Source: an optimization exercise on an open RTL-to-GDS flow (aim: a short achievable clock period and few clock cycles). Production flows keep margins and buffers that such runs may drop. In this exercise RTL edits were held to simulation tests only and were not proved equivalent to the original. No run shown here takes its clock network from TritonCTS; it comes from the design's own scripts or RTL. The flow treats the clock pin as an ideal source. Dropping or thinning the clock tree relies on that and would not hold on a real chip. Power is estimated from default activity; no workload was simulated.

## flow/design.v (module list and top-level ports; edited modules follow where they fit)
// module mul_stage1: 542 lines
// module mul_stage2: 64 lines
// module mul_fa: 4 lines
// module mul_ha: 4 lines
// module mul_x3: 3 lines
// module mul_add: 3 lines
// module core_risc_v: 320 lines
module core_risc_v #(parameter DATA_WIDTH = 32, parameter ADDR_WIDTH = 32)(
	input clk_O,
	input rst,
	output [(ADDR_WIDTH-1):0] PC,
	input [31:0] Instr_out,
	input [(DATA_WIDTH-1):0] data_o_map,
	output MemWrite,
	output MemRead,
	output [(ADDR_WIDTH-1):0] Result,
	output [(DATA_WIDTH-1):0] rd2
);
  // ...
==> flow/flow/run.sh <==
#!/bin/bash
# Layout flow: the standard ORFS flow (standard synthesis unchanged), with
#  - a larger repair_timing setup margin so that the optimiser keeps improving
#    paths that already meet the 25 ns constraint,
#  - unrestricted cell footprints for sizing and buf_4 port buffers,
#  - after global placement, each register that drives an output port moved
#    next to that port's buffer (legalised by the flow's detailed placement),
#  - the clock tree built by flow/clock_tree.tcl (balanced 3-level tree,
#    lower insertion delay than TritonCTS's H-tree) instead of ORFS's CTS;
#    global routing, detailed routing and finishing are ORFS's.
set -uo pipefail
VARS=(SETUP_SLACK_MARGIN=19 MATCH_CELL_FOOTPRINT=0 "BUFFER_PORTS_ARGS=-buffer_cell sky130_fd_sc_hd__buf_4")
RES=$PWD/orfs/results/sky130hd/core_risc_v/base
PLAT=$FLOW_HOME/platforms/sky130hd
bash standard.sh synth > synth.log 2>&1 || exit 1
bash standard.sh 3_3_place_gp "${VARS[@]}" > place_gp.log 2>&1 || exit 1
MOVE_IN=$RES/3_3_place_gp.odb MOVE_OUT=$RES/3_3_place_gp.odb \
  openroad -no_init -exit flow/move_out_ffs.tcl > move.log 2>&1 || exit 1
bash standard.sh place "${VARS[@]}" > place.log 2>&1 || exit 1
DONT_USE=$(sed -n '/^export DONT_USE_CELLS/,/^$/p' $PLAT/config.mk | grep -o 'sky130_fd_sc_hd__[a-z0-9_]*' | sort -u | tr '\n' ' ')
CTS_IN=$RES/3_place.odb CTS_SDC=$RES/3_place.sdc \
CTS_OUT=$RES/4_1_cts.odb CTS_SDC_OUT=$RES/4_cts.sdc \
LEAF_SIZE=17 MIDS=16 ROOTS=4 \
LEAF_CELL=sky130_fd_sc_hd__clkbuf_16 MID_CELL=sky130_fd_sc_hd__clkbuf_16 \
PLATFORM_DIR=$PLAT LIB=$PLAT/lib/sky130_fd_sc_hd__tt_025C_1v80.lib \
DONT_USE="$DONT_USE" SETUP_MARGIN=19 \
  openroad -no_init -exit flow/clock_tree.tcl > clock_tree.log 2>&1 || exit 1
bash standard.sh finish "${VARS[@]}" > layout.log 2>&1
==> flow/flow/clock_tree.tcl <==
# Clock tree for the layout: a balanced three-level tree of clkbuf_16
# (4 root buffers driven by the clock port, MIDS mid buffers, leaf buffers
# each driving about LEAF_SIZE register clock pins).  Groups at every level
# are made by recursive bisection of the placement into equal-size parts,
# and each buffer sits at the centroid of the pins it drives.  Then the rest
# of ORFS's CTS step: legalisation and setup/hold repair.
read_liberty $::env(LIB)
read_db $::env(CTS_IN)
read_sdc $::env(CTS_SDC)
source $::env(PLATFORM_DIR)/setRC.tcl
set_dont_use $::env(DONT_USE)

set db [ord::get_db]
set block [ord::get_db_block]
set bufm [$db findMaster sky130_fd_sc_hd__clkbuf_16]
set leafm [$db findMaster $::env(LEAF_CELL)]
set midm [$db findMaster $::env(MID_CELL)]

set clknet [$block findNet clk_O]
set sinks {}
foreach it [$clknet getITerms] {
  lappend sinks $it
}
puts "clock sinks: [llength $sinks]"

proc centroid { pts } {
  set sx 0; set sy 0; set n [llength $pts]
  foreach p $pts { set sx [expr {$sx + [lindex $p 0]}]; set sy [expr {$sy + [lindex $p 1]}] }
  return [list [expr {$sx / $n}] [expr {$sy / $n}]]
}

# k-means on points {x y}; returns list of cluster index per point
proc kmeans { pts k iters } {
  set n [llength $pts]
  # init: evenly spaced points after sorting by x then y (deterministic)
  set idx [lsort -integer -indices [lmap p $pts { expr {[lindex $p 0] + [lindex $p 1]} }]]
  set cents {}
  for { set c 0 } { $c < $k } { incr c } {
    lappend cents [lindex $pts [lindex $idx [expr {int(($c + 0.5) * $n / $k)}]]]
  }
  set assign [lrepeat $n 0]
  for { set it 0 } { $it < $iters } { incr it } {
    set i 0
    foreach p $pts {
      set px [lindex $p 0]; set py [lindex $p 1]
      set best 0; set bd 1e30; set c 0
      foreach ce $cents {
        set d [expr {abs($px - [lindex $ce 0]) + abs($py - [lindex $ce 1])}]
        if { $d < $bd } { set bd $d; set best $c }
        incr c
      }
      lset assign $i $best
      incr i
    }
    set sums [lrepeat $k {0 0 0}]
    set i 0
    foreach p $pts {
      set c [lindex $assign $i]
      set s [lindex $sums $c]
      lset sums $c [list [expr {[lindex $s 0] + [lindex $p 0]}] [expr {[lindex $s 1] + [lindex $p 1]}] [expr {[lindex $s 2] + 1}]]
      incr i
    }
    set newc {}
    set c 0
    foreach s $sums {
      if { [lindex $s 2] > 0 } {
        lappend newc [list [expr {[lindex $s 0] / [lindex $s 2]}] [expr {[lindex $s 1] / [lindex $s 2]}]]
      } else {
        lappend newc [lindex $cents $c]
      }
      incr c
    }
    set cents $newc
  }
  return [list $assign $cents]
}


# recursive bisection into k groups of (nearly) equal size; pts is a list of
# {x y id}; returns a list of groups (lists of ids)
proc bisect { pts k } {
  if { $k <= 1 } { return [list [lmap p $pts { lindex $p 2 }]] }
  set xs [lmap p $pts { lindex $p 0 }]
  set ys [lmap p $pts { lindex $p 1 }]
  set w [expr {[tcl::mathfunc::max {*}$xs] - [tcl::mathfunc::min {*}$xs]}]
  set h [expr {[tcl::mathfunc::max {*}$ys] - [tcl::mathfunc::min {*}$ys]}]
  set ax [expr {$w >= $h ? 0 : 1}]
  set sorted [lsort -real -index $ax $pts]
  set k1 [expr {$k / 2}]
  set n1 [expr {int(round([llength $pts] * double($k1) / $k))}]
  return [concat [bisect [lrange $sorted 0 [expr {$n1 - 1}]] $k1] [bisect [lrange $sorted $n1 end] [expr {$k - $k1}]]]
}

set pts {}
foreach it $sinks {
  set inst [$it getInst]
  set b [$inst getBBox]
  lappend pts [list [expr {([$b xMin] + [$b xMax]) / 2}] [expr {([$b yMin] + [$b yMax]) / 2}]]
}
set nleaf [expr {int(ceil([llength $sinks] / double($::env(LEAF_SIZE))))}]
set ipts {}
set i 0
foreach p $pts { lappend ipts [list [lindex $p 0] [lindex $p 1] $i]; incr i }
set lassign [lrepeat [llength $pts] 0]
set lcents {}
set c 0
foreach g [bisect $ipts $nleaf] {
  set gp {}
  foreach id $g { lset lassign $id $c; lappend gp [lindex $pts $id] }
  lappend lcents [centroid $gp]
  incr c
}
puts "leaf clusters: $nleaf"

set bcount 0
proc new_buf { name x y {m ""} } {
  global block bufm
  if { $m == "" } { set m $bufm }
  set inst [odb::dbInst_create $block $m $name]
  $inst setLocation [expr {int($x)}] [expr {int($y)}]
  $inst setPlacementStatus PLACED
  return $inst
}
proc new_net { name } {
  global block
  set n [odb::dbNet_create $block $name]
  $n setSigType CLOCK
  return $n
}

# leaf buffers
set leafbufs {}
for { set c 0 } { $c < $nleaf } { incr c } {
  set ce [lindex $lcents $c]
  set b [new_buf "cts_leaf_$c" [lindex $ce 0] [lindex $ce 1] $leafm]
  set n [new_net "cts_leaf_net_$c"]
  [$b findITerm X] connect $n
  lappend leafbufs $b
  lappend leafnets $n
}
set i 0
foreach it $sinks {
  set c [lindex $lassign $i]
  $it disconnect
  $it connect [lindex $leafnets $c]
  incr i
}

# mid buffers: equal-size groups of leaves
proc group_pts { pts k } {
  set ipts {}
  set i 0
  foreach p $pts { lappend ipts [list [lindex $p 0] [lindex $p 1] $i]; incr i }
  set asg [lrepeat [llength $pts] 0]
  set cents {}
  set c 0
  foreach g [bisect $ipts $k] {
    set gp {}
    foreach id $g { lset asg $id $c; lappend gp [lindex $pts $id] }
    lappend cents [centroid $gp]
    incr c
  }
  return [list $asg $cents]
}
lassign [group_pts $lcents $::env(MIDS)] massign mcents
set midbufs {}
set midnets {}
for { set c 0 } { $c < $::env(MIDS) } { incr c } {
  set ce [lindex $mcents $c]
  set b [new_buf "cts_mid_$c" [lindex $ce 0] [lindex $ce 1] $midm]
  set n [new_net "cts_mid_net_$c"]
  [$b findITerm X] connect $n
  lappend midbufs $b
  lappend midnets $n
}
set i 0
foreach b $leafbufs {
  [$b findITerm A] connect [lindex $midnets [lindex $massign $i]]
  incr i
}
lassign [group_pts $mcents $::env(ROOTS)] rassign rcents
set rootnets {}
for { set c 0 } { $c < $::env(ROOTS) } { incr c } {
  set ce [lindex $rcents $c]
  set b [new_buf "cts_root_$c" [lindex $ce 0] [lindex $ce 1]]
  set n [new_net "cts_root_net_$c"]
  [$b findITerm X] connect $n
  [$b findITerm A] connect $clknet
  lappend rootnets $n
}
set i 0
foreach b $midbufs {
  [$b findITerm A] connect [lindex $rootnets [lindex $rassign $i]]
  incr i
}
$clknet setSigType CLOCK

set_propagated_clock [all_clocks]
estimate_parasitics -placement
report_clock_latency -include_internal_latency

set_placement_padding -global -left 0 -right 0
detailed_placement
estimate_parasitics -placement
report_worst_slack -max
report_worst_slack -min
repair_timing -setup_margin $::env(SETUP_MARGIN) -hold_margin 0 -repair_tns 100 -verbose
detailed_placement
check_placement -verbose
estimate_parasitics -placement
report_worst_slack -max
report_worst_slack -min
write_db $::env(CTS_OUT)
write_sdc -no_timestamp $::env(CTS_SDC_OUT)
==> flow/flow/move_out_ffs.tcl <==
# Move each register that drives an output-port buffer next to that buffer,
# so the register-to-port path has a short wire.  Legalised later by the
# flow's detailed placement.
read_db $::env(MOVE_IN)
set block [ord::get_db_block]
set n 0
foreach bterm [$block getBTerms] {
  if { [$bterm getIoType] != "OUTPUT" } { continue }
  set net [$bterm getNet]
  if { $net == "NULL" } { continue }
  set buf ""
  foreach it [$net getITerms] {
    if { [$it isOutputSignal] } { set buf [$it getInst] }
  }
  if { $buf == "" } { continue }
  set ff ""
  foreach it [$buf getITerms] {
    if { [$it isInputSignal] && [$it getNet] != "NULL" } {
      foreach it2 [[$it getNet] getITerms] {
        if { [$it2 isOutputSignal] } { set ff [$it2 getInst] }
      }
    }
  }
  if { $ff == "" } { continue }
  set m [[$ff getMaster] getName]
  if { ![string match "*df*" $m] } { continue }
  set loc [$buf getLocation]
  $ff setLocation [lindex $loc 0] [lindex $loc 1]
  incr n
}
puts "moved $n output registers"
write_db $::env(MOVE_OUT)
==> flow/standard.sh <==
#!/bin/bash
# synth_recipe.tcl (not shown) runs the flow's synth.tcl, then flattens the netlist and writes it again
# the make line also repeats each setting of config.mk as NAME=value (left out here)
make -C /OpenROAD-flow-scripts/flow DESIGN_CONFIG=/design/flow/config.mk WORK_HOME=/design/flow/orfs CLKGATE_MAP_FILE= SYNTH_SCRIPT=/design/flow/synth_recipe.tcl "${@:-finish}"
==> flow/config.mk <==
export PLATFORM = sky130hd
export DESIGN_NAME = core_risc_v
export DESIGN_NICKNAME = core_risc_v
export VERILOG_FILES = /design/flow/design.v
export SDC_FILE = /design/flow/constraint.sdc
export NUM_CORES = 8
export LEC_CHECK = 0
export ABC_CLOCK_PERIOD_IN_PS = 5000
export CAP_MARGIN = 20
export CORE_MARGIN = 2
export CORE_UTILIZATION = 60
export CTS_CLUSTER_DIAMETER = 80
export CTS_CLUSTER_SIZE = 30
export PLACE_DENSITY = 0.7
export SLEW_MARGIN = 20
export SYNTH_HIERARCHICAL = 1
==> flow/constraint.sdc <==
create_clock -name core_clock -period 25.0 [get_ports {clk_O}]
set_input_delay 5.0000 -clock core_clock [delete_from_list [all_inputs] [get_ports {clk_O}]]
set_output_delay 5.0000 -clock core_clock [all_outputs]
set_load 0.01 [all_outputs]
==> metrics.yaml, run 1 <==
grt:
  busiest_layer: "met2"
pwr:
  cellLeakagePower_uw: 0.0551
  comb-power_uw: 4490
  clkPwrFrac: 0.202
  p_switching_uw: 4560
  switching_share: 0.387
  power_frac_comb: 0.381
logic_synthesis:
  postSynthAreaPerCell_sq_um: 11.6
  syn_nets: 12100
  syn_area_sq_mm: 0.132
flow_run:
  cap_violations: 0
cells_and_area:
  multi_input_area_share: 0.460
  num-nonclk-inverters: 467
  layout-drive-gt1-share: 0.157
  reg_top3: "rf: 992 flops, btb_tag: 224 flops, btb_tgt: 224 flops"
  layout_common_cells: "1,537 x edfxtp_1, 709 x xnor2_1, 621 x nor2_1, 584 x mux2i_1, 575 x nand2_1"
  multiInputCombCellCount: 7742
  seq_area_sq_mm: 0.0622
  largest_reg_flops: 992
placement:
  gp_congestion: 1.04
sta:
  hold_violations: 0
  setup_slack_ns: 18.84
  setup_violations: 0
  slew_viol_final: 0
critical_path:
  cp.arrival_ns: 6.63
  path_max_fanout: 31
  startpoint_type: "flip-flop"
  worstPathCellList: "buf_4 -> nor2b_1 -> and2_1 -> a22oi_1 -> nand4_1 -> nand2b_1 -> a31oi_1 -> a2111o_1 -> nor4_4 -> a31oi_4 -> buf_4 -> xnor2_4 -> nand3_2 -> and3_4 -> a21oi_4 -> buf_6 -> mux2i_1 -> a2111oi_4"
  cp-end-kind: "flip-flop"
detailed_routing:
  drt_first_iter_violations: 16200
  dr_wl_met2_mm: 220
  drt-wirelength-per-cell_um: 36.2
  topRoutingLayerUsed: "met5"
  ant_nets: 0
status:
  status: "timing/DRC/antenna clean"
floorplan:
  start_util: 0.602
  ioPinCount: 164
  core_area_sq_mm: 0.219
  dieArea_sq_mm: 0.223
clock_tree:
  insertion_delay_ns: 0.68
Testbench counts, summed over its fixed seeds: cycles 50,867.
==> module core_risc_v, before the edit <==
module core_risc_v #(parameter DATA_WIDTH = 32, parameter ADDR_WIDTH = 32)(
	input clk_O,
	input rst,
	output [(ADDR_WIDTH-1):0] PC,
	input [31:0] Instr_out,
	input [(DATA_WIDTH-1):0] data_o_map,
	output MemWrite,
	output MemRead,
	output [(ADDR_WIDTH-1):0] Result,
	output [(DATA_WIDTH-1):0] rd2
);
localparam [31:0] RESET_PC = 32'h0040_0000;
localparam [31:0] RESET_SP = 32'h7FFF_EFFC;
localparam BTB_N  = 16;                 
localparam BTB_PW = 4;                  
localparam BTB_TW = 14;                 
localparam BTB_LB = 14;                 
reg [31:0] pc_f;
reg        v_d;
reg [31:0] ir_d, pc_d, pn_d;
reg        hit_d;
reg        v_e;
reg [31:0] pc4_e, tgt_e, jchk_e, imm_e, idres_e, op1_e, op2_e;
reg [4:0]  rd_e;
reg        we_e, isB_e, isJAL_e, isJALR_e, isL_e, isS_e, isMul_e, srcB_e;
reg        f3eq_e, f3ne_e, pn_is_pc4_e, pn_is_tgt_e;
reg        f1_e, f2_e;                  
reg [31:0] mop1_en, mop2_en;
reg        mf1_en, mf2_en;
reg [31:0] res_mx;                      
reg        op_add_e, op_sub_e, op_sll_e, op_slt_e, op_sltu_e, op_xor_e,
           op_srl_e, op_or_e, op_and_e, op_id_e;
reg        ctl_e;                       
reg [BTB_TW-1:0] btag_e;
reg [31:0] res_mn, st_m;                
reg [127:0] mrows_m;                    
reg        mr_m, we_m, isMul_m;
reg [31:0] wbv;
reg [4:0]  rd_w;
reg        we_w;
wire [31:0] res_m = ~res_mn;
reg [31:0] pc_o, res_o;
reg        mw_o, mr_o;
reg [4:0]  rd_m;
reg [31:0] rf [1:31];
reg [31:1] rfv;
reg              btb_v   [0:BTB_N-1];
reg [BTB_TW-1:0] btb_tag [0:BTB_N-1];
reg [BTB_LB-1:0] btb_tgt [0:BTB_N-1];
reg              bu_en, bu_v;
reg [BTB_TW-1:0] bu_tag;
reg [BTB_PW-1:0] btb_ptr;               
reg [BTB_LB-1:0] bu_tgt;
assign PC       = pc_o;
assign Result   = res_o;
assign rd2      = st_m;
assign MemWrite = mw_o;
assign MemRead  = mr_o;
wire [BTB_TW-1:0] f_tag = pc_f[2 +: BTB_TW];
reg  [BTB_N-1:0]  f_way;
reg  [BTB_LB-1:0] f_tgt;
integer k;
always @* begin
	f_tgt = {BTB_LB{1'b0}};
	for (k = 0; k < BTB_N; k = k + 1) begin
		f_way[k] = btb_v[k] && (btb_tag[k] == f_tag);
		f_tgt = f_tgt | ({BTB_LB{f_way[k]}} & btb_tgt[k]);
	end
end
wire              f_hit = |f_way;
wire [31:0]       pc4_f = pc_f + 32'd4;
wire [31:0]       pn_f  = f_hit ? {pc_f[31:BTB_LB], f_tgt} : pc4_f;
wire [31:0] mprod_m;
mul_stage2 MUL2(.rows(mrows_m), .p(mprod_m));
wire [31:0] mval = mr_m ? data_o_map : isMul_m ? mprod_m : res_m;
wire [6:0] op_d  = ir_d[6:0];
wire [4:0] rd_d  = ir_d[11:7];
wire [2:0] f3_d  = ir_d[14:12];
wire [4:0] rs1_d = ir_d[19:15];
wire [4:0] rs2_d = ir_d[24:20];
wire       b25_d = ir_d[25];
wire       b30_d = ir_d[30];
wire isR_d     = (op_d == 7'h33);
wire isI_d     = (op_d == 7'h13);
wire isL_d     = (op_d == 7'h03);
wire isS_d     = (op_d == 7'h23);
wire isB_d     = (op_d == 7'h63);
wire isJAL_d   = (op_d == 7'h6F);
wire isJALR_d  = (op_d == 7'h67);
wire isLUI_d   = (op_d == 7'h37);
wire isAUIPC_d = (op_d == 7'h17);
wire [31:0] immI_d = {{20{ir_d[31]}}, ir_d[31:20]};
wire [31:0] immS_d = {{20{ir_d[31]}}, ir_d[31:25], ir_d[11:7]};
wire [31:0] immB_d = {{19{ir_d[31]}}, ir_d[31], ir_d[7], ir_d[30:25], ir_d[11:8], 1'b0};
wire [31:0] immJ_d = {{11{ir_d[31]}}, ir_d[31], ir_d[19:12], ir_d[20], ir_d[30:21], 1'b0};
wire [31:0] immU_d = {ir_d[31:12], 12'b0};
wire [31:0] imm_d = isS_d ? immS_d : immI_d;
wire [31:0] poff_d = isB_d ? immB_d : isJAL_d ? immJ_d : immU_d;
wire [31:0] tgt_d  = pc_d + poff_d;
wire [31:0] pc4_d  = pc_d + 32'd4;
wire we_d   = (isR_d | isI_d | isL_d | isJAL_d | isJALR_d | isLUI_d | isAUIPC_d) & (rd_d != 5'd0);
wire use1_d = isR_d | isI_d | isL_d | isS_d | isB_d | isJALR_d;
wire use2_d = isR_d | isS_d | isB_d;
wire [4:0] sel_d = isR_d ? {b25_d, b30_d, f3_d} : {2'b00, f3_d};
wire alu_d = isR_d | isI_d;
wire op_add_d  = (alu_d & (sel_d == 5'b00000)) | isL_d | isS_d;
wire op_sub_d  = alu_d & (sel_d == 5'b01000);
wire op_sll_d  = alu_d & (sel_d == 5'b00001);
wire op_slt_d  = alu_d & (sel_d == 5'b00010);
wire op_sltu_d = alu_d & (sel_d == 5'b00011);
wire op_xor_d  = alu_d & (sel_d == 5'b00100);
wire op_srl_d  = alu_d & ((sel_d == 5'b00101) | (sel_d == 5'b01101));
wire op_or_d   = alu_d & (sel_d == 5'b00110);
wire op_and_d  = alu_d & (sel_d == 5'b00111);
wire isMul_d   = isR_d & (sel_d == 5'b10000);
wire op_id_d   = isJAL_d | isJALR_d | isLUI_d | isAUIPC_d;
wire [31:0] idres_d = isLUI_d ? immU_d : isAUIPC_d ? tgt_d : pc4_d;
wire [31:0] rd1_d = rf[rs1_d];
wire [31:0] rd2_d = rf[rs2_d];
wire        rv1_d = (rs1_d != 5'd0) && rfv[rs1_d];
wire        rv2_d = (rs2_d != 5'd0) && rfv[rs2_d];
wire [31:0] rz1_d = (rs1_d == 5'd2) ? RESET_SP : 32'd0;
wire [31:0] rz2_d = (rs2_d == 5'd2) ? RESET_SP : 32'd0;
wire [31:0] rr1_d = rv1_d ? rd1_d : rz1_d;
wire [31:0] rr2_d = rv2_d ? rd2_d : rz2_d;
wire        bp1_d = we_m && (rd_m == rs1_d);
wire        bp2_d = we_m && (rd_m == rs2_d);
wire        bw1_d = we_w && (rd_w == rs1_d);
wire        bw2_d = we_w && (rd_w == rs2_d);
wire [31:0] op1_d = (rs1_d == 5'd0) ? 32'd0 : bp1_d ? mval : bw1_d ? wbv : rr1_d;
wire [31:0] op2_d = (rs2_d == 5'd0) ? 32'd0 : bp2_d ? mval : bw2_d ? wbv : rr2_d;
wire        f1_d  = we_e && v_e && (rd_e == rs1_d);
wire        f2_d  = we_e && v_e && (rd_e == rs2_d);
wire stall_d = v_d && v_e && we_e && (isL_e || isMul_e) &&
               ((use1_d && rd_e == rs1_d) || (use2_d && rd_e == rs2_d));
wire [31:0] jchk_d = pn_d - immI_d;
wire [31:0] dpn_d    = pn_d - pc_d;
wire pn_is_pc4_d = (dpn_d == 32'd4);
wire pn_is_tgt_d = (dpn_d == poff_d);
wire bcond_d     = isB_d & (f3_d[2:1] == 2'b00);           
wire off4_d      = (poff_d == 32'd4);
wire raw1_d = !bp1_d && !bw1_d && !f1_d;
wire raw2_d = !bp2_d && !bw2_d && !f2_d;
wire eq_dd  = (rd1_d == rd2_d);
wire eq_1z  = (rd1_d == rz2_d);
wire eq_z2  = (rz1_d == rd2_d);
wire eq_zz  = (rs1_d == 5'd2) == (rs2_d == 5'd2);
wire eqr_d  = rv1_d ? (rv2_d ? eq_dd : eq_1z) : (rv2_d ? eq_z2 : eq_zz);
wire brdy_d = bcond_d && raw1_d && raw2_d;
wire btk_d  = f3_d[0] ? ~eqr_d : eqr_d;
wire jrdy_d = isJALR_d && raw1_d;
wire jok_d  = rv1_d ? (rd1_d == jchk_d) : (rz1_d == jchk_d);
wire [31:0] jt_d = rr1_d + immI_d;
wire rjal_d  = isJAL_d && !pn_is_tgt_d;
wire rbr_d   = brdy_d && (btk_d ? !pn_is_tgt_d : !pn_is_pc4_d);
wire rbtfn_d = bcond_d && !brdy_d && !hit_d && immB_d[31];
wire rjr_d   = jrdy_d && !jok_d;
wire redir_d = v_d && (rjal_d || rbr_d || rbtfn_d || rjr_d);
wire rnt_d   = rbr_d && !btk_d;             
wire [31:0] rdt_d = rjr_d ? jt_d : rnt_d ? pc4_d : tgt_d;
wire [31:0] A   = f1_e ? res_m : op1_e;
wire [31:0] B2  = f2_e ? res_m : op2_e;
wire [31:0] B   = srcB_e ? imm_e : B2;
wire [31:0] sum   = A + B;
wire [31:0] diff  = A - B;
wire        lt_u  = (A < B);
wire        lt_s  = (A[31] ^ B[31]) ? A[31] : lt_u;
wire [31:0] shl   = A << B[4:0];
wire [31:0] shr   = A >> B[4:0];
wire [31:0] alu_res =
	({32{op_add_e}}  & sum)  |
	({32{op_sub_e}}  & diff) |
	({32{op_sll_e}}  & shl)  |
	({32{op_slt_e}}  & {31'd0, lt_s}) |
	({32{op_sltu_e}} & {31'd0, lt_u}) |
	({32{op_xor_e}}  & (A ^ B)) |
	({32{op_srl_e}}  & shr)  |
	({32{op_or_e}}   & (A | B)) |
	({32{op_and_e}}  & (A & B)) |
	({32{op_id_e}}   & idres_e);
wire eq_e    = (A == B2);
wire taken_e = isB_e & ((f3eq_e & eq_e) | (f3ne_e & ~eq_e));
wire jmis_e  = (A != jchk_e);
wire mis_e   = v_e && (isB_e    ? (taken_e ? ~pn_is_tgt_e : ~pn_is_pc4_e) :
                       isJALR_e ? jmis_e : isJAL_e ? ~pn_is_tgt_e : ~pn_is_pc4_e);
wire [31:0] rtgt_e = (taken_e | isJAL_e) ? tgt_e : isJALR_e ? sum : pc4_e;
wire [31:0] MA = ~mf1_en ? res_mx : ~mop1_en;
wire [31:0] MB = ~mf2_en ? res_mx : ~mop2_en;
wire [127:0] mrows_e;
mul_stage1 MUL1(.a(MA), .b(MB), .rows(mrows_e));
wire [31:0] pc_nx = mis_e ? rtgt_e : stall_d ? pc_f : redir_d ? rdt_d : pn_f;
always @(posedge clk_O or posedge rst) begin
	if (rst) begin
		pc_f    <= RESET_PC;
		v_d     <= 1'b0;
		v_e     <= 1'b0;
		mr_m    <= 1'b0;
		we_m    <= 1'b0;
		isMul_m <= 1'b0;
		we_w    <= 1'b0;
		bu_en   <= 1'b0;
	end else begin
		pc_f <= pc_nx;
		if (mis_e)
			v_d <= 1'b0;
		else if (!stall_d)
			v_d <= !redir_d;
		v_e <= v_d && !mis_e && !stall_d;
		mr_m    <= v_e && isL_e;
		we_m    <= v_e && we_e;
		isMul_m <= v_e && isMul_e;
		we_w    <= we_m;
		bu_en <= v_e && (ctl_e || ~pn_is_pc4_e);
	end
end
always @(posedge clk_O) begin
	if (!stall_d) begin
		ir_d  <= Instr_out;
		pc_d  <= pc_f;
		pn_d  <= pn_f;
		hit_d <= f_hit;
	end
	begin
		pc4_e     <= pc4_d;
		tgt_e     <= tgt_d;
		jchk_e    <= (redir_d && rjr_d) ? rr1_d : jchk_d;
		pn_is_pc4_e <= redir_d ? (rnt_d | off4_d) : pn_is_pc4_d;
		pn_is_tgt_e <= redir_d ? (~rnt_d | off4_d) : pn_is_tgt_d;
		imm_e     <= imm_d;
		idres_e   <= idres_d;
		op1_e     <= op1_d;
		op2_e     <= op2_d;
		f1_e      <= f1_d;
		f2_e      <= f2_d;
		mop1_en   <= ~op1_d;
		mop2_en   <= ~op2_d;
		mf1_en    <= ~f1_d;
		mf2_en    <= ~f2_d;
		rd_e      <= rd_d;
		we_e      <= we_d;
		isB_e     <= isB_d;
		isJAL_e   <= isJAL_d;
		isJALR_e  <= isJALR_d;
		isL_e     <= isL_d;
		isS_e     <= isS_d;
		isMul_e   <= isMul_d;
		srcB_e    <= isI_d | isL_d | isS_d | isJALR_d;
		f3eq_e    <= (f3_d == 3'b000);
		f3ne_e    <= (f3_d == 3'b001);
		op_add_e  <= op_add_d;
		op_sub_e  <= op_sub_d;
		op_sll_e  <= op_sll_d;
		op_slt_e  <= op_slt_d;
		op_sltu_e <= op_sltu_d;
		op_xor_e  <= op_xor_d;
		op_srl_e  <= op_srl_d;
		op_or_e   <= op_or_d;
		op_and_e  <= op_and_d;
		op_id_e   <= op_id_d;
		ctl_e     <= isB_d | isJAL_d | isJALR_d;
		btag_e    <= pc_d[2 +: BTB_TW];
	end
	res_mn <= ~alu_res;
	pc_o  <= rst ? RESET_PC : pc_nx;
	res_o  <= rst ? 32'd0 : alu_res;
	res_mx <= alu_res;
	mw_o  <= v_e && isS_e;
	mr_o  <= v_e && isL_e;
	st_m  <= B2;
	rd_m  <= rd_e;
	mrows_m <= mrows_e;
	wbv   <= mval;
	rd_w  <= rd_m;
	bu_tag <= btag_e;
	bu_tgt <= rtgt_e[BTB_LB-1:0];
	bu_v   <= ctl_e & (taken_e | isJALR_e | ~isB_e);
end
always @(posedge clk_O or posedge rst) begin
	if (rst)
		rfv <= 31'd0;
	else if (we_w)
		rfv[rd_w] <= 1'b1;
end
always @(posedge clk_O) begin
	if (we_w)
		rf[rd_w] <= wbv;
end
reg [BTB_N-1:0] u_way;
integer j;
always @* begin
	for (j = 0; j < BTB_N; j = j + 1)
		u_way[j] = btb_v[j] && (btb_tag[j] == bu_tag);
end
wire u_hit = |u_way;
wire u_alloc = bu_en && !u_hit && bu_v;
always @(posedge clk_O or posedge rst) begin
	if (rst) begin
		for (j = 0; j < BTB_N; j = j + 1)
			btb_v[j] <= 1'b0;
		btb_ptr <= {BTB_PW{1'b0}};
	end else begin
		for (j = 0; j < BTB_N; j = j + 1) begin
			if (bu_en && u_way[j])
				btb_v[j] <= bu_v;
			else if (u_alloc && btb_ptr == j)
				btb_v[j] <= 1'b1;
		end
		if (u_alloc)
			btb_ptr <= btb_ptr + 1'b1;
	end
end
always @(posedge clk_O) begin
	for (j = 0; j < BTB_N; j = j + 1) begin
		if ((bu_en && u_way[j]) || (u_alloc && btb_ptr == j)) begin
			btb_tag[j] <= bu_tag;
			btb_tgt[j] <= bu_tgt;
		end
	end
end
endmodule
==> run 2, diff against run 1 <==
--- a/flow/design.v
+++ b/flow/design.v
@@ -735,14 +735,8 @@
 wire isMul_d   = isR_d & (sel_d == 5'b10000);
 wire op_id_d   = isJAL_d | isJALR_d | isLUI_d | isAUIPC_d;
 wire [31:0] idres_d = isLUI_d ? immU_d : isAUIPC_d ? tgt_d : pc4_d;
-wire [31:0] rd1_d = rf[rs1_d];
-wire [31:0] rd2_d = rf[rs2_d];
-wire        rv1_d = (rs1_d != 5'd0) && rfv[rs1_d];
-wire        rv2_d = (rs2_d != 5'd0) && rfv[rs2_d];
-wire [31:0] rz1_d = (rs1_d == 5'd2) ? RESET_SP : 32'd0;
-wire [31:0] rz2_d = (rs2_d == 5'd2) ? RESET_SP : 32'd0;
-wire [31:0] rr1_d = rv1_d ? rd1_d : rz1_d;
-wire [31:0] rr2_d = rv2_d ? rd2_d : rz2_d;
+wire [31:0] rr1_d = rfv[rs1_d] ? rf[rs1_d] : (rs1_d == 5'd2) ? RESET_SP : 32'd0;
+wire [31:0] rr2_d = rfv[rs2_d] ? rf[rs2_d] : (rs2_d == 5'd2) ? RESET_SP : 32'd0;
 wire        bp1_d = we_m && (rd_m == rs1_d);
 wire        bp2_d = we_m && (rd_m == rs2_d);
 wire        bw1_d = we_w && (rd_w == rs1_d);
@@ -753,31 +747,13 @@
 wire        f2_d  = we_e && v_e && (rd_e == rs2_d);
 wire stall_d = v_d && v_e && we_e && (isL_e || isMul_e) &&
                ((use1_d && rd_e == rs1_d) || (use2_d && rd_e == rs2_d));
-wire [31:0] jchk_d = pn_d - immI_d;
+wire [31:0] jchk_d = pn_d - imm_d;
 wire [31:0] dpn_d    = pn_d - pc_d;
 wire pn_is_pc4_d = (dpn_d == 32'd4);
 wire pn_is_tgt_d = (dpn_d == poff_d);
 wire bcond_d     = isB_d & (f3_d[2:1] == 2'b00);           
+wire redir_d     = v_d && !hit_d && (isJAL_d || (bcond_d && immB_d[31]));
 wire off4_d      = (poff_d == 32'd4);
-wire raw1_d = !bp1_d && !bw1_d && !f1_d;
-wire raw2_d = !bp2_d && !bw2_d && !f2_d;
-wire eq_dd  = (rd1_d == rd2_d);
-wire eq_1z  = (rd1_d == rz2_d);
-wire eq_z2  = (rz1_d == rd2_d);
-wire eq_zz  = (rs1_d == 5'd2) == (rs2_d == 5'd2);
-wire eqr_d  = rv1_d ? (rv2_d ? eq_dd : eq_1z) : (rv2_d ? eq_z2 : eq_zz);
-wire brdy_d = bcond_d && raw1_d && raw2_d;
-wire btk_d  = f3_d[0] ? ~eqr_d : eqr_d;
-wire jrdy_d = isJALR_d && raw1_d;
-wire jok_d  = rv1_d ? (rd1_d == jchk_d) : (rz1_d == jchk_d);
-wire [31:0] jt_d = rr1_d + immI_d;
-wire rjal_d  = isJAL_d && !pn_is_tgt_d;
-wire rbr_d   = brdy_d && (btk_d ? !pn_is_tgt_d : !pn_is_pc4_d);
-wire rbtfn_d = bcond_d && !brdy_d && !hit_d && immB_d[31];
-wire rjr_d   = jrdy_d && !jok_d;
-wire redir_d = v_d && (rjal_d || rbr_d || rbtfn_d || rjr_d);
-wire rnt_d   = rbr_d && !btk_d;             
-wire [31:0] rdt_d = rjr_d ? jt_d : rnt_d ? pc4_d : tgt_d;
 wire [31:0] A   = f1_e ? res_m : op1_e;
 wire [31:0] B2  = f2_e ? res_m : op2_e;
 wire [31:0] B   = srcB_e ? imm_e : B2;
@@ -808,7 +784,7 @@
 wire [31:0] MB = ~mf2_en ? res_mx : ~mop2_en;
 wire [127:0] mrows_e;
 mul_stage1 MUL1(.a(MA), .b(MB), .rows(mrows_e));
-wire [31:0] pc_nx = mis_e ? rtgt_e : stall_d ? pc_f : redir_d ? rdt_d : pn_f;
+wire [31:0] pc_nx = mis_e ? rtgt_e : stall_d ? pc_f : redir_d ? tgt_d : pn_f;
 always @(posedge clk_O or posedge rst) begin
 	if (rst) begin
 		pc_f    <= RESET_PC;
@@ -843,9 +819,9 @@
 	begin
 		pc4_e     <= pc4_d;
 		tgt_e     <= tgt_d;
-		jchk_e    <= (redir_d && rjr_d) ? rr1_d : jchk_d;
-		pn_is_pc4_e <= redir_d ? (rnt_d | off4_d) : pn_is_pc4_d;
-		pn_is_tgt_e <= redir_d ? (~rnt_d | off4_d) : pn_is_tgt_d;
+		jchk_e    <= jchk_d;
+		pn_is_pc4_e <= redir_d ? off4_d : pn_is_pc4_d;
+		pn_is_tgt_e <= redir_d ? 1'b1 : pn_is_tgt_d;
 		imm_e     <= imm_d;
 		idres_e   <= idres_d;
 		op1_e     <= op1_d;
--- a/flow/flow/run.sh
+++ b/flow/flow/run.sh
@@ -5,11 +5,12 @@
 #  - unrestricted cell footprints for sizing and buf_4 port buffers,
 #  - after global placement, each register that drives an output port moved
 #    next to that port's buffer (legalised by the flow's detailed placement),
-#  - the clock tree built by flow/clock_tree.tcl (balanced 3-level tree,
-#    lower insertion delay than TritonCTS's H-tree) instead of ORFS's CTS;
+#  - the clock tree built by flow/clock_tree.tcl (balanced 3-level tree of
+#    clock inverters, inverters and buffers: lower insertion delay than
+#    TritonCTS's H-tree) instead of ORFS's CTS;
 #    global routing, detailed routing and finishing are ORFS's.
 set -uo pipefail
-VARS=(SETUP_SLACK_MARGIN=19 MATCH_CELL_FOOTPRINT=0 "BUFFER_PORTS_ARGS=-buffer_cell sky130_fd_sc_hd__buf_4")
+VARS=(SETUP_SLACK_MARGIN=19.4 MATCH_CELL_FOOTPRINT=0 "BUFFER_PORTS_ARGS=-buffer_cell sky130_fd_sc_hd__buf_4")
 RES=$PWD/orfs/results/sky130hd/core_risc_v/base
 PLAT=$FLOW_HOME/platforms/sky130hd
 bash standard.sh synth > synth.log 2>&1 || exit 1
@@ -21,8 +22,9 @@
 CTS_IN=$RES/3_place.odb CTS_SDC=$RES/3_place.sdc \
 CTS_OUT=$RES/4_1_cts.odb CTS_SDC_OUT=$RES/4_cts.sdc \
 LEAF_SIZE=17 MIDS=16 ROOTS=4 \
-LEAF_CELL=sky130_fd_sc_hd__clkbuf_16 MID_CELL=sky130_fd_sc_hd__clkbuf_16 \
+ROOT_CELL=sky130_fd_sc_hd__clkinv_16 MID_CELL=sky130_fd_sc_hd__clkinv_16 \
+LEAF_CELL=sky130_fd_sc_hd__clkbuf_16 \
 PLATFORM_DIR=$PLAT LIB=$PLAT/lib/sky130_fd_sc_hd__tt_025C_1v80.lib \
-DONT_USE="$DONT_USE" SETUP_MARGIN=19 \
+DONT_USE="$DONT_USE" SETUP_MARGIN=19.4 \
   openroad -no_init -exit flow/clock_tree.tcl > clock_tree.log 2>&1 || exit 1
 bash standard.sh finish "${VARS[@]}" > layout.log 2>&1
--- a/flow/flow/clock_tree.tcl
+++ b/flow/flow/clock_tree.tcl
@@ -1,9 +1,3 @@
-# Clock tree for the layout: a balanced three-level tree of clkbuf_16
-# (4 root buffers driven by the clock port, MIDS mid buffers, leaf buffers
-# each driving about LEAF_SIZE register clock pins).  Groups at every level
-# are made by recursive bisection of the placement into equal-size parts,
-# and each buffer sits at the centroid of the pins it drives.  Then the rest
-# of ORFS's CTS step: legalisation and setup/hold repair.
 read_liberty $::env(LIB)
 read_db $::env(CTS_IN)
 read_sdc $::env(CTS_SDC)
@@ -14,6 +8,7 @@
 set block [ord::get_db_block]
 set bufm [$db findMaster sky130_fd_sc_hd__clkbuf_16]
 set leafm [$db findMaster $::env(LEAF_CELL)]
+set rootm [$db findMaster $::env(ROOT_CELL)]
 set midm [$db findMaster $::env(MID_CELL)]
 
 set clknet [$block findNet clk_O]
@@ -121,6 +116,12 @@
   $inst setPlacementStatus PLACED
   return $inst
 }
+# output pin of a clock buffer or inverter
+proc opin { inst } {
+  set it [$inst findITerm X]
+  if { $it == "NULL" } { set it [$inst findITerm Y] }
+  return $it
+}
 proc new_net { name } {
   global block
   set n [odb::dbNet_create $block $name]
@@ -134,7 +135,7 @@
   set ce [lindex $lcents $c]
   set b [new_buf "cts_leaf_$c" [lindex $ce 0] [lindex $ce 1] $leafm]
   set n [new_net "cts_leaf_net_$c"]
-  [$b findITerm X] connect $n
+  [opin $b] connect $n
   lappend leafbufs $b
   lappend leafnets $n
 }
@@ -169,7 +170,7 @@
   set ce [lindex $mcents $c]
   set b [new_buf "cts_mid_$c" [lindex $ce 0] [lindex $ce 1] $midm]
   set n [new_net "cts_mid_net_$c"]
-  [$b findITerm X] connect $n
+  [opin $b] connect $n
   lappend midbufs $b
   lappend midnets $n
 }
@@ -182,9 +183,9 @@
 set rootnets {}
 for { set c 0 } { $c < $::env(ROOTS) } { incr c } {
   set ce [lindex $rcents $c]
-  set b [new_buf "cts_root_$c" [lindex $ce 0] [lindex $ce 1]]
+  set b [new_buf "cts_root_$c" [lindex $ce 0] [lindex $ce 1] $rootm]
   set n [new_net "cts_root_net_$c"]
-  [$b findITerm X] connect $n
+  [opin $b] connect $n
   [$b findITerm A] connect $clknet
   lappend rootnets $n
 }
==> metrics.yaml, run 2 <==
status:
  status: "timing/DRC/antenna clean"
grt:
  overflow: 0
  antenna_found_initial: 48
  gr-usage-all-layers: 0.393
  grt_pass1_wl_mm: 612
  grt_pass1_vias: 85900
  grt_max_degree: 101
logic_synthesis:
  synthCells: 9873
  syn_area_sq_mm: 0.127  # -3.7%
  ys_warn_count: 10
  syn_nets: 10600  # -12%
  postSynthAreaPerCell_sq_um: 12.8  # +11%
detailed_routing:
  vias: 87200
  first_pass_iters: 8
  drt-wirelength-per-cell_um: 34.2  # -5.4%
  drt_first_iter_violations: 11900  # -27%
  ant_nets: 0  # unchanged
  routed_via_density: 6.94
  drc: 0
  routed_wl_mm: 430
cells_and_area:
  reg_top3: "rf: 992 flops, btb_tag: 224 flops, btb_tgt: 224 flops"
  design_area_sq_mm: 0.136
  mostFrequentLayoutCell: "edfxtp_1"
  syn_to_final_growth_pct: 7.37
  nNetsFinal: 10500
  largest_reg_flops: 992  # unchanged
  layout_common_cells: "1,537 x edfxtp_1, 700 x xnor2_1, 598 x mux4_2, 557 x and2_1, 538 x dfxtp_1"
  registers.top_by_ff_count: "rf"
  layout-drive-gt1-share: 0.175  # +0.0180
pwr:
  power_density_mw_per_mm2: 80.7
  switching_share: 0.365  # -0.0221
  cellLeakagePower_uw: 0.0504  # -8.4%
  p_int_uw: 6980
  p_switching_uw: 4010  # -12%
  clkPwrFrac: 0.212  # +0.010
  pwr-share-seq: 0.438
  peakVddDrop_mv: 0.127
  power_frac_comb: 0.350  # -0.031
placement:
  portBuffers: 163
  hpwlAfterDp_mm: 289
  gp_congestion: 1.02  # -1.7%
  place_area_sq_mm: 0.131
critical_path:
  max_stage_delay_ns: 0.35
  path_max_fanout: 1  # -97%
  startpoint_type: "flip-flop"
  cp_top_family: "flip-flops"
  worstPathCellList: "buf_6"
  crit_type: "flip-flop to output pin"
  critical_path_buf_inv_count: 1
  cp.arrival_ns: 0.93  # -5.70 ns
  cp-end-kind: "output pin"
  r2r_slack_ns: 19.34
  cpMaxStageDelayCell: "dfxtp_2"
  crit_required_ns: 20.00
sta:
  rsz0062_at_grt: "true"
  fin_skew_ns: 0.0983
  setup_tns_ns: 0
  tightest_slew_ns: 1.29
  max-slew-margin-rel: 0.115
  setup_violations: 0  # unchanged
  hold_violations: 0  # unchanged
  fin_crit_ns: 5.93
  finalCritPeriodShare: 0.237
  slew_viol_final: 0  # unchanged
  fmax_mhz: 169
floorplan:
  dieArea_sq_mm: 0.215  # -3.7%
  core_area_sq_mm: 0.210  # -4.2%
  start_util: 0.605  # +0.00319
  num_rows: 168
  ioPinCount: 164  # unchanged
  die_height_um: 464
  die_w_um: 464
clock_tree:
  insertion_delay_ns: 0.50  # -0.18 ns
  clkTransAtPathRegs_ns: 0.07
worst_hold_path:
  hp-class: "flip-flop to flip-flop"
flow_run:
  cap_violations: 0  # unchanged
==> run 2: power groups by stage <==
stage                     Sequential [uW]  Combinational [uW]  Clock [uW]
after floorplan                      4760                2590           0
after global placement               4880                3640           0
after detailed placement             4870                3700           0
after global routing                 4830                4090        2480
final                                4810                3840        2340
==> run 2: routing by layer <==
metal / global-route usage / share of wire / vias to the layer above / wire length, um
met5: 0 / 0.00022 / - / 95
met4: 0.164 / 0.052 / 16 / 22300
met3: 0.0875 / 0.12 / 1085 / 50000
met2: 0.596 / 0.45 / 5579 / 192000
met1: 0.553 / 0.38 / 44500 / 165000
li1: - / - / 36000 / -
==> run 2: worst paths after layout <==
| path | startpoint | to | cells past startpoint |
|---|---|---|---|
| setup / recovery | pc_o[29] | PC[29] | 1 |
| hold / removal | btag_e[2] | bu_tag[2] | 0 |
| setup reg to reg | f1_e | pc_o[3] | 14 |
| hold reg to reg | btag_e[2] | bu_tag[2] | 0 |
| max in group asynchronous | rst | btb_v[13] | 3 |
| min in group asynchronous | rst | we_w | 2 |
==> run 2: cell type report <==
cell class              instances  area (sq um)
flip-flops and latches       2305         62200
inverters                     353          1880
well taps                    2805          3510
repair inverters                2          22.5
fillers                     15500         73600
diodes                         16          40.0
plain buffers                 136          3400
multi-input cells            6507         61400
repair buffers                444          3810
==> run 2: stage by stage <==
stage	total power, uW	worst slack [ns]	hold WS, ns	instances	utilization
finish	11000	19.07	0.325	12600	0.649
global route	11400	19.04	0.331	12600	0.649
detailed placement	8580	17.96	0.312	12400	0.626
global placement	8520	18.10	0.315	12400	0.626
floorplan	7350	19.23	0.310	9873	-
Testbench counts of run 2, summed over its fixed seeds: cycles 51,191.
==> run 3, diff against run 2 <==
--- a/flow/design.v
+++ b/flow/design.v
@@ -640,9 +640,11 @@
 reg [31:0] ir_d, pc_d, pn_d;
 reg        hit_d;
 reg        v_e;
-reg [31:0] pc4_e, tgt_e, jchk_e, imm_e, idres_e, op1_e, op2_e;
+reg [31:0] pc4_e, tgt_e, jchk_e, idres_e, op1_e, op2_e;
+reg [31:0] opb_e;                       
+reg        fb_e;                        
 reg [4:0]  rd_e;
-reg        we_e, isB_e, isJAL_e, isJALR_e, isL_e, isS_e, isMul_e, srcB_e;
+reg        we_e, isB_e, isJAL_e, isJALR_e, isL_e, isS_e, isMul_e;
 reg        f3eq_e, f3ne_e, pn_is_pc4_e, pn_is_tgt_e;
 reg        f1_e, f2_e;                  
 reg [31:0] mop1_en, mop2_en;
@@ -734,6 +736,7 @@
 wire op_and_d  = alu_d & (sel_d == 5'b00111);
 wire isMul_d   = isR_d & (sel_d == 5'b10000);
 wire op_id_d   = isJAL_d | isJALR_d | isLUI_d | isAUIPC_d;
+wire srcB_d    = isI_d | isL_d | isS_d | isJALR_d;
 wire [31:0] idres_d = isLUI_d ? immU_d : isAUIPC_d ? tgt_d : pc4_d;
 wire [31:0] rr1_d = rfv[rs1_d] ? rf[rs1_d] : (rs1_d == 5'd2) ? RESET_SP : 32'd0;
 wire [31:0] rr2_d = rfv[rs2_d] ? rf[rs2_d] : (rs2_d == 5'd2) ? RESET_SP : 32'd0;
@@ -756,7 +759,7 @@
 wire off4_d      = (poff_d == 32'd4);
 wire [31:0] A   = f1_e ? res_m : op1_e;
 wire [31:0] B2  = f2_e ? res_m : op2_e;
-wire [31:0] B   = srcB_e ? imm_e : B2;
+wire [31:0] B   = fb_e ? res_m : opb_e;
 wire [31:0] sum   = A + B;
 wire [31:0] diff  = A - B;
 wire        lt_u  = (A < B);
@@ -774,9 +777,12 @@
 	({32{op_or_e}}   & (A | B)) |
 	({32{op_and_e}}  & (A & B)) |
 	({32{op_id_e}}   & idres_e);
-wire eq_e    = (A == B2);
+wire eq_oo   = (op1_e == op2_e);
+wire eq_ro   = (res_m == op2_e);
+wire eq_or   = (op1_e == res_m);
+wire eq_e    = f1_e ? (f2_e ? 1'b1 : eq_ro) : (f2_e ? eq_or : eq_oo);
 wire taken_e = isB_e & ((f3eq_e & eq_e) | (f3ne_e & ~eq_e));
-wire jmis_e  = (A != jchk_e);
+wire jmis_e  = f1_e ? (res_m != jchk_e) : (op1_e != jchk_e);
 wire mis_e   = v_e && (isB_e    ? (taken_e ? ~pn_is_tgt_e : ~pn_is_pc4_e) :
                        isJALR_e ? jmis_e : isJAL_e ? ~pn_is_tgt_e : ~pn_is_pc4_e);
 wire [31:0] rtgt_e = (taken_e | isJAL_e) ? tgt_e : isJALR_e ? sum : pc4_e;
@@ -822,7 +828,6 @@
 		jchk_e    <= jchk_d;
 		pn_is_pc4_e <= redir_d ? off4_d : pn_is_pc4_d;
 		pn_is_tgt_e <= redir_d ? 1'b1 : pn_is_tgt_d;
-		imm_e     <= imm_d;
 		idres_e   <= idres_d;
 		op1_e     <= op1_d;
 		op2_e     <= op2_d;
@@ -840,7 +845,8 @@
 		isL_e     <= isL_d;
 		isS_e     <= isS_d;
 		isMul_e   <= isMul_d;
-		srcB_e    <= isI_d | isL_d | isS_d | isJALR_d;
+		opb_e     <= srcB_d ? imm_d : op2_d;
+		fb_e      <= f2_d & ~srcB_d;
 		f3eq_e    <= (f3_d == 3'b000);
 		f3ne_e    <= (f3_d == 3'b001);
 		op_add_e  <= op_add_d;
--- a/flow/flow/run.sh
+++ b/flow/flow/run.sh
@@ -22,7 +22,7 @@
 CTS_IN=$RES/3_place.odb CTS_SDC=$RES/3_place.sdc \
 CTS_OUT=$RES/4_1_cts.odb CTS_SDC_OUT=$RES/4_cts.sdc \
 LEAF_SIZE=17 MIDS=16 ROOTS=4 \
-ROOT_CELL=sky130_fd_sc_hd__clkinv_16 MID_CELL=sky130_fd_sc_hd__clkinv_16 \
+ROOT_CELL=sky130_fd_sc_hd__clkinv_16 MID_CELLS=sky130_fd_sc_hd__clkinv_16 \
 LEAF_CELL=sky130_fd_sc_hd__clkbuf_16 \
 PLATFORM_DIR=$PLAT LIB=$PLAT/lib/sky130_fd_sc_hd__tt_025C_1v80.lib \
 DONT_USE="$DONT_USE" SETUP_MARGIN=19.4 \
--- a/flow/flow/clock_tree.tcl
+++ b/flow/flow/clock_tree.tcl
@@ -9,7 +9,6 @@
 set bufm [$db findMaster sky130_fd_sc_hd__clkbuf_16]
 set leafm [$db findMaster $::env(LEAF_CELL)]
 set rootm [$db findMaster $::env(ROOT_CELL)]
-set midm [$db findMaster $::env(MID_CELL)]
 
 set clknet [$block findNet clk_O]
 set sinks {}
@@ -147,7 +146,9 @@
   incr i
 }
 
-# mid buffers: equal-size groups of leaves
+# intermediate levels (MIDS: cell counts from the top level down,
+# MID_CELLS: their cell types), each made of equal-size groups of the level
+# below, then the root cells driven by the clock port
 proc group_pts { pts k } {
   set ipts {}
   set i 0
@@ -163,23 +164,32 @@
   }
   return [list $asg $cents]
 }
-lassign [group_pts $lcents $::env(MIDS)] massign mcents
-set midbufs {}
-set midnets {}
-for { set c 0 } { $c < $::env(MIDS) } { incr c } {
-  set ce [lindex $mcents $c]
-  set b [new_buf "cts_mid_$c" [lindex $ce 0] [lindex $ce 1] $midm]
-  set n [new_net "cts_mid_net_$c"]
-  [opin $b] connect $n
-  lappend midbufs $b
-  lappend midnets $n
-}
-set i 0
-foreach b $leafbufs {
-  [$b findITerm A] connect [lindex $midnets [lindex $massign $i]]
-  incr i
-}
-lassign [group_pts $mcents $::env(ROOTS)] rassign rcents
+set below $leafbufs
+set belowc $lcents
+set nl [llength $::env(MIDS)]
+for { set l [expr {$nl - 1}] } { $l >= 0 } { incr l -1 } {
+  set cnt [lindex $::env(MIDS) $l]
+  set m [$db findMaster [lindex $::env(MID_CELLS) $l]]
+  lassign [group_pts $belowc $cnt] asg cents
+  set cells {}
+  set nets {}
+  for { set c 0 } { $c < $cnt } { incr c } {
+    set ce [lindex $cents $c]
+    set b [new_buf "cts_l${l}_$c" [lindex $ce 0] [lindex $ce 1] $m]
+    set n [new_net "cts_l${l}_net_$c"]
+    [opin $b] connect $n
+    lappend cells $b
+    lappend nets $n
+  }
+  set i 0
+  foreach b $below {
+    [$b findITerm A] connect [lindex $nets [lindex $asg $i]]
+    incr i
+  }
+  set below $cells
+  set belowc $cents
+}
+lassign [group_pts $belowc $::env(ROOTS)] rassign rcents
 set rootnets {}
 for { set c 0 } { $c < $::env(ROOTS) } { incr c } {
   set ce [lindex $rcents $c]
@@ -190,7 +200,7 @@
   lappend rootnets $n
 }
 set i 0
-foreach b $midbufs {
+foreach b $below {
   [$b findITerm A] connect [lindex $rootnets [lindex $rassign $i]]
   incr i
 }
==> metrics.yaml, run 3 <==
logic_synthesis:
  syn_area_sq_mm: 0.128  # +1.0%
  syn_nets: 10800  # +1.6%
  synthCells: 10000  # +1.7%
  postSynthAreaPerCell_sq_um: 12.8  # -0.64%
  ys_warn_count: 10  # unchanged
sta:
  hold_violations: 0  # unchanged
  slew_viol_final: 0  # unchanged
  finalCritPeriodShare: 0.237  # -0.000436
  max-slew-margin-rel: 0.197  # +0.0822
  setup_violations: 0  # unchanged
  fin_crit_ns: 5.92  # -0.0109 ns
  setup_slack_ns: 19.08  # +0.0109 ns
  fin_skew_ns: 0.0677  # -0.0306 ns
  fmax_mhz: 169  # +0.18%
  setup_tns_ns: 0  # unchanged
  holdWs_ns: 0.317  # -0.00781 ns
  rsz0062_at_grt: "true"
  tightest_slew_ns: 1.17  # -0.123 ns
cells_and_area:
  syn_to_final_growth_pct: 7.21
  nNetsFinal: 10700  # +1.4%
  mostFrequentLayoutCell: "edfxtp_1"
  layout-drive-gt1-share: 0.172  # -0.00259
  registers.top_by_ff_count: "rf"
  fill_cells: 15700  # +1.1%
  reg_top3: "rf: 992 flops, btb_tag: 224 flops, btb_tgt: 224 flops"
  stdcell_count: 12700  # +1.3%
  layout_common_cells: "1,537 x edfxtp_1, 673 x xnor2_1, 595 x mux4_2, 558 x and2_1, 556 x dfxtp_1"
  largest_reg_flops: 992  # unchanged
grt:
  grt_max_degree: 106  # +5.0%
  overflow: 0  # unchanged
  gr-usage-all-layers: 0.396  # +0.00224
  antenna_found_initial: 36  # -25%
  grt_pass1_vias: 87700  # +2.2%
  grt_pass1_wl_mm: 620  # +1.2%
critical_path:
  max_stage_delay_ns: 0.33  # -0.02 ns
  crit_required_ns: 20.00  # about the same
  cp_top_family: "flip-flops"
  cp.arrival_ns: 0.92  # about the same
  worstPathCellList: "buf_6"
  r2r-start: "pn_d[0]"
  critical_path_buf_inv_count: 1  # unchanged
  cp-end-kind: "output pin"
  r2r_cells: 15  # +1
  r2r_slack_ns: 19.54  # +0.20 ns
  cpMaxStageDelayCell: "dfxtp_2"
  crit_type: "flip-flop to output pin"
  path_max_fanout: 1  # unchanged
  startpoint_type: "flip-flop"
  reg2reg_to: "pn_is_pc4_e"
pwr:
  cellLeakagePower_uw: 0.0515  # +2.2%
  power_density_mw_per_mm2: 81.2  # +0.70%
  switching_share: 0.371  # +0.00546
  peakVddDrop_mv: 0.0689  # -46%
  finalPower_uw: 11200  # +1.6%
  p_switching_uw: 4140  # +3.1%
  pwr-share-seq: 0.435  # -0.003
  p_int_uw: 7030  # +0.71%
  power_frac_comb: 0.354  # +0.004
  clkPwrFrac: 0.211  # about the same
floorplan:
  ioPinCount: 164  # unchanged
  start_util: 0.604  # -0.00102
  die_w_um: 466  # +0.51%
  core_area_sq_mm: 0.212  # +1.2%
  die_height_um: 466  # +0.51%
  num_rows: 169  # +0.60%
  dieArea_sq_mm: 0.217  # +1.0%
worst_hold_path:
  holdPathEnd: "bu_tag[11]"
  hp-class: "flip-flop to flip-flop"
  holdCritStartpoint: "btag_e[11]"
  hold_depth: 0  # unchanged
status:
  status: "timing/DRC/antenna clean"
placement:
  hpwlAfterDp_mm: 292  # +1.3%
  dp.cells: 12600  # +1.4%
  dp_slack_ns: 18.42  # +0.464 ns
  portBuffers: 163  # unchanged
  gp_congestion: 1.04  # +1.9%
clock_tree:
  clkTransAtPathRegs_ns: 0.09  # +0.02 ns
  insertion_delay_ns: 0.49  # about the same
detailed_routing:
  vias: 88600  # +1.7%
  drt-wirelength-per-cell_um: 34.2  # -0.17%
  routed_via_density: 6.96  # +0.35%
  ant_nets: 0  # unchanged
  first_pass_iters: 8  # unchanged
  drt_first_iter_violations: 12800  # +7.7%
  drc: 0  # unchanged
  routed_wl_mm: 435  # +1.1%
flow_run:
  cap_violations: 0  # unchanged
[run 3: cell count changes in the layout (fill, tap and decap cells not counted), sizes merged, moves of 22 or more]
cell / delta
nand4: +60
a22oi: +46
o21ai: -45
mux2i: +38
xor2: +38
a21o: +33
inv: +32
o21bai: -29
a21oi: -26
xnor2: -26
and3: +23
nor2: +23
a221oi: -22
[run 3: worst register-to-register path: stages, from the launching register on]
cell,delay [ns]
edfxtp_1,0.38
inv_1,0.10
ha_1,0.20
inv_1,0.06
fa_1,0.42
a211oi_1,0.37
o21ai_1,0.26
and3_1,0.26
o21ai_1,0.33
a211oi_1,0.24
o41ai_1,0.54
xor2_1,0.53
nand4_1,0.33
nor4_1,0.41
nand4_1,0.33
a221oi_1,0.55
[run 3: power groups by stage]
stage                     Sequential (uW)  Clock [uW]  Combinational (uW)
after detailed placement             4910           0                3800
final                                4860        2350                3950
after global routing                 4870        2500                4210
after floorplan                      4800           0                2720
after global placement               4910           0                3760
[run 3: area by class of cell]
class	instances	area, sq um	area share
flip-flops and latches	2325	62600	0.455
multi-input cells	6619	62100	0.452
plain buffers	137	3430	0.0249
inverters	386	2000	0.0145
repair buffers	432	3700	0.0269
well taps	2821	3530	0.0257
diodes	12	30.0	0.000219
[run 3: worst max path at each step]
stage | startpoint | to | slack, ns | depth (start not counted)
after floorplan | rst | pc_o[13] | 19.25 | 4
after global placement | rst | btb_v[7] | 18.47 | 3
after detailed placement | rst | btb_v[0] | 18.42 | 3
after global routing | st_m[26] | rd2[26] | 19.06 | 1
final | st_m[31] | rd2[31] | 19.08 | 1
[run 3: routing by layer]
layer / part of all wire / global-route usage / vias to the layer above
met5: 0.00077 / 0 / -
met4: 0.061 / 0.195 / 30
met3: 0.12 / 0.0956 / 1248
met2: 0.44 / 0.592 / 6014
met1: 0.38 / 0.546 / 44800
li1: - / - / 36600
[run 3: per-stage QoR]
step,instance area (sq um),utilization
after floorplan,129000,-
after global placement,133000,0.625
after detailed placement,133000,0.625
after global routing,137000,0.647
final,137000,0.647
Testbench counts of run 3, summed over its fixed seeds: cycles 51,191.
==> run 4, diff against run 3 <==
--- a/flow/flow/run.sh
+++ b/flow/flow/run.sh
@@ -21,7 +21,7 @@
 DONT_USE=$(sed -n '/^export DONT_USE_CELLS/,/^$/p' $PLAT/config.mk | grep -o 'sky130_fd_sc_hd__[a-z0-9_]*' | sort -u | tr '\n' ' ')
 CTS_IN=$RES/3_place.odb CTS_SDC=$RES/3_place.sdc \
 CTS_OUT=$RES/4_1_cts.odb CTS_SDC_OUT=$RES/4_cts.sdc \
-LEAF_SIZE=17 MIDS=16 ROOTS=4 \
+LEAF_SIZE=14 MIDS=16 ROOTS=4 \
 ROOT_CELL=sky130_fd_sc_hd__clkinv_16 MID_CELLS=sky130_fd_sc_hd__clkinv_16 \
 LEAF_CELL=sky130_fd_sc_hd__clkbuf_16 \
 PLATFORM_DIR=$PLAT LIB=$PLAT/lib/sky130_fd_sc_hd__tt_025C_1v80.lib \
==> metrics.yaml, run 4 <==
placement:
  hpwlAfterDp_mm: 292  # unchanged
  dp_slack_ns: 18.42  # unchanged
  place_area_sq_mm: 0.133  # unchanged
  gp_congestion: 1.04  # unchanged
  portBuffers: 163  # unchanged
critical_path:
  worstPathCellList: "buf_6"
  cp.arrival_ns: 0.92  # about the same
  cpMaxStageDelayCell: "dfxtp_2"
  crit_end: "rd2[26]"
  critPathLaunch: "st_m[26]"
  cp_num_cells: 1  # unchanged
  cp_top_family: "flip-flops"
  r2r_slack_ns: 19.53  # about the same
  cp-end-kind: "output pin"
  r2r-start: "pn_d[0]"
  crit_required_ns: 20.00  # about the same
  crit_type: "flip-flop to output pin"
  startpoint_type: "flip-flop"
  r2r_cells: 15  # unchanged
  path_max_fanout: 1  # unchanged
  reg2reg_to: "pn_is_pc4_e"
  max_stage_delay_ns: 0.34  # about the same
  critical_path_buf_inv_count: 1  # unchanged
sta:
  setup_violations: 0  # unchanged
  fmax_mhz: 169  # -0.10%
  hold_violations: 0  # unchanged
  slew_viol_final: 0  # unchanged
  finalCritPeriodShare: 0.237  # +0.000240
  fin_skew_ns: 0.0717  # +0.00396 ns
  setup_slack_ns: 19.08  # -0.00600 ns
  max-slew-margin-rel: 0.129  # -0.0679
  fin_crit_ns: 5.92  # +0.00600 ns
  setup_tns_ns: 0  # unchanged
  holdWs_ns: 0.324  # +0.00757 ns
  rsz0062_at_grt: "true"
  tightest_slew_ns: 1.30  # +0.128 ns
clock_tree:
  clkTransAtPathRegs_ns: 0.07  # -0.02 ns
  insertion_delay_ns: 0.49  # about the same
logic_synthesis:
  synthCells: 10000  # unchanged
  postSynthAreaPerCell_sq_um: 12.8  # unchanged
  ys_warn_count: 10  # unchanged
  syn_nets: 10800  # unchanged
  syn_area_sq_mm: 0.128  # unchanged
flow_run:
  cap_violations: 0  # unchanged
grt:
  grt_max_degree: 106  # unchanged
  antenna_found_initial: 31  # -14%
  grt_pass1_vias: 88000  # +0.34%
  grt_pass1_wl_mm: 622  # +0.36%
  overflow: 0  # unchanged
  gr-usage-all-layers: 0.397  # +0.00117
cells_and_area:
  fill_cells: 15600  # -0.52%
  layout-drive-gt1-share: 0.175  # +0.00238
  design_area_sq_mm: 0.138  # +0.56%
  reg_top3: "rf: 992 flops, btb_tag: 224 flops, btb_tgt: 224 flops"
  mostFrequentLayoutCell: "edfxtp_1"
  largest_reg_flops: 992  # unchanged
  layout_common_cells: "1,537 x edfxtp_1, 673 x xnor2_1, 595 x mux4_2, 558 x and2_1, 556 x dfxtp_1"
  registers.top_by_ff_count: "rf"
  nNetsFinal: 10700  # +0.29%
  syn_to_final_growth_pct: 7.81
floorplan:
  die_w_um: 466  # unchanged
  die_height_um: 466  # unchanged
  core_area_sq_mm: 0.212  # unchanged
  ioPinCount: 164  # unchanged
  start_util: 0.604  # unchanged
  dieArea_sq_mm: 0.217  # unchanged
  num_rows: 169  # unchanged
detailed_routing:
  first_pass_iters: 6  # -2
  routed_via_density: 6.97  # +0.18%
  routed_wl_mm: 437  # +0.42%
  drt_first_iter_violations: 12500  # -1.9%
  drt-wirelength-per-cell_um: 34.2  # +0.18%
  drc: 0  # unchanged
  ant_nets: 0  # unchanged
  vias: 89000  # +0.41%
status:
  status: "timing/DRC/antenna clean"
pwr:
  power_density_mw_per_mm2: 82.7  # +1.7%
  peakVddDrop_mv: 0.0702  # +1.8%
  cellLeakagePower_uw: 0.0519  # +0.73%
worst_hold_path:
  hp-class: "flip-flop to flip-flop"
==> run 4: cell type report <==
type                            count  area, sq um  area share
Multi-Input combinational cell   6619        62100       0.450
Antenna cell                       11         27.5    0.000199
Sequential cell                  2325        62600       0.453
Inverter                          386         2000      0.0145
Tap cell                         2821         3530      0.0255
Buffer                            167         4180      0.0302
Timing Repair Buffer              433         3720      0.0269
==> run 4: through the flow <==
step / total power [uW] / std cells / util
after global routing: 11800 / 12800 / 0.651
final: 11400 / 12800 / 0.651
after global placement: 8670 / 12600 / 0.625
after detailed placement: 8720 / 12600 / 0.625
after floorplan: 7510 / 10000 / -
==> run 4: worst min-delay path by stage <==
| stage | startpoint | endpoint | depth (start not counted) |
|---|---|---|---|
| floorplan | btag_e[0] | bu_tag[0] | 0 |
| finish | btag_e[11] | bu_tag[11] | 0 |
| global route | btag_e[11] | bu_tag[11] | 0 |
| detailed placement | btag_e[8] | bu_tag[8] | 0 |
| global placement | btag_e[8] | bu_tag[8] | 0 |
==> run 4: layer usage <==
| layer | up-vias | routed length, um | GRT usage |
|---|---|---|---|
| met2 | 6213 | 191000 | 0.589 |
| met3 | 1217 | 54800 | 0.0916 |
| met5 | - | 166 | 0 |
| met4 | 22 | 27500 | 0.205 |
| met1 | 44900 | 163000 | 0.550 |
| li1 | 36600 | - | - |
==> run 4: power breakdown <==
group | total [uW] | internal, uW | switching [uW]
combinational | 3950 | 1470 | 2480
clock | 2610 | 1230 | 1380
sequential | 4860 | 4530 | 329

-- separate check: timing with driven ports --
The flow's constraints put no driver on any port. The routed layouts listed below were extracted and timed again, unchanged, in two steps. Step 1 sets driving cells, clkbuf_16 on the clock port and buf_2 on the other inputs (assumed; they add their load-dependent delay and slew). Step 2 times the ports against the registers' clock, not the clock port: input delays grow and output delays shrink by t, the midpoint of the rising clock arrivals with the driver on. Slacks: no drivers / after step 1 / after step 2; pairs: no drivers / after step 1.
run | shift t [ns] | setup WS [ns] | latest minus earliest clock arrival (ns) | worst register clock-pin slew, ns | worst data-port slew with drivers (ns)
run 1 | 0.833 | 18.843 / 18.648 / 18.378 | 0.139 / 0.138 | 0.11 / 0.11 | 0.09
run 2 | 0.790 | 19.073 / 18.733 / 18.794 | 0.101 / 0.103 | 0.12 / 0.12 | 0.23
run 3 | 0.781 | 19.083 / 18.751 / 18.940 | 0.074 / 0.075 | 0.09 / 0.09 | 0.14
run 4 | 0.790 | 19.077 / 18.750 / 18.958 | 0.084 / 0.083 | 0.09 / 0.09 | 0.17
After both steps setup and hold are still met in every run listed. For run 1, which loses most, drivers alone change the setup slack by -0.195 ns; drivers and shift together by -0.465 ns.
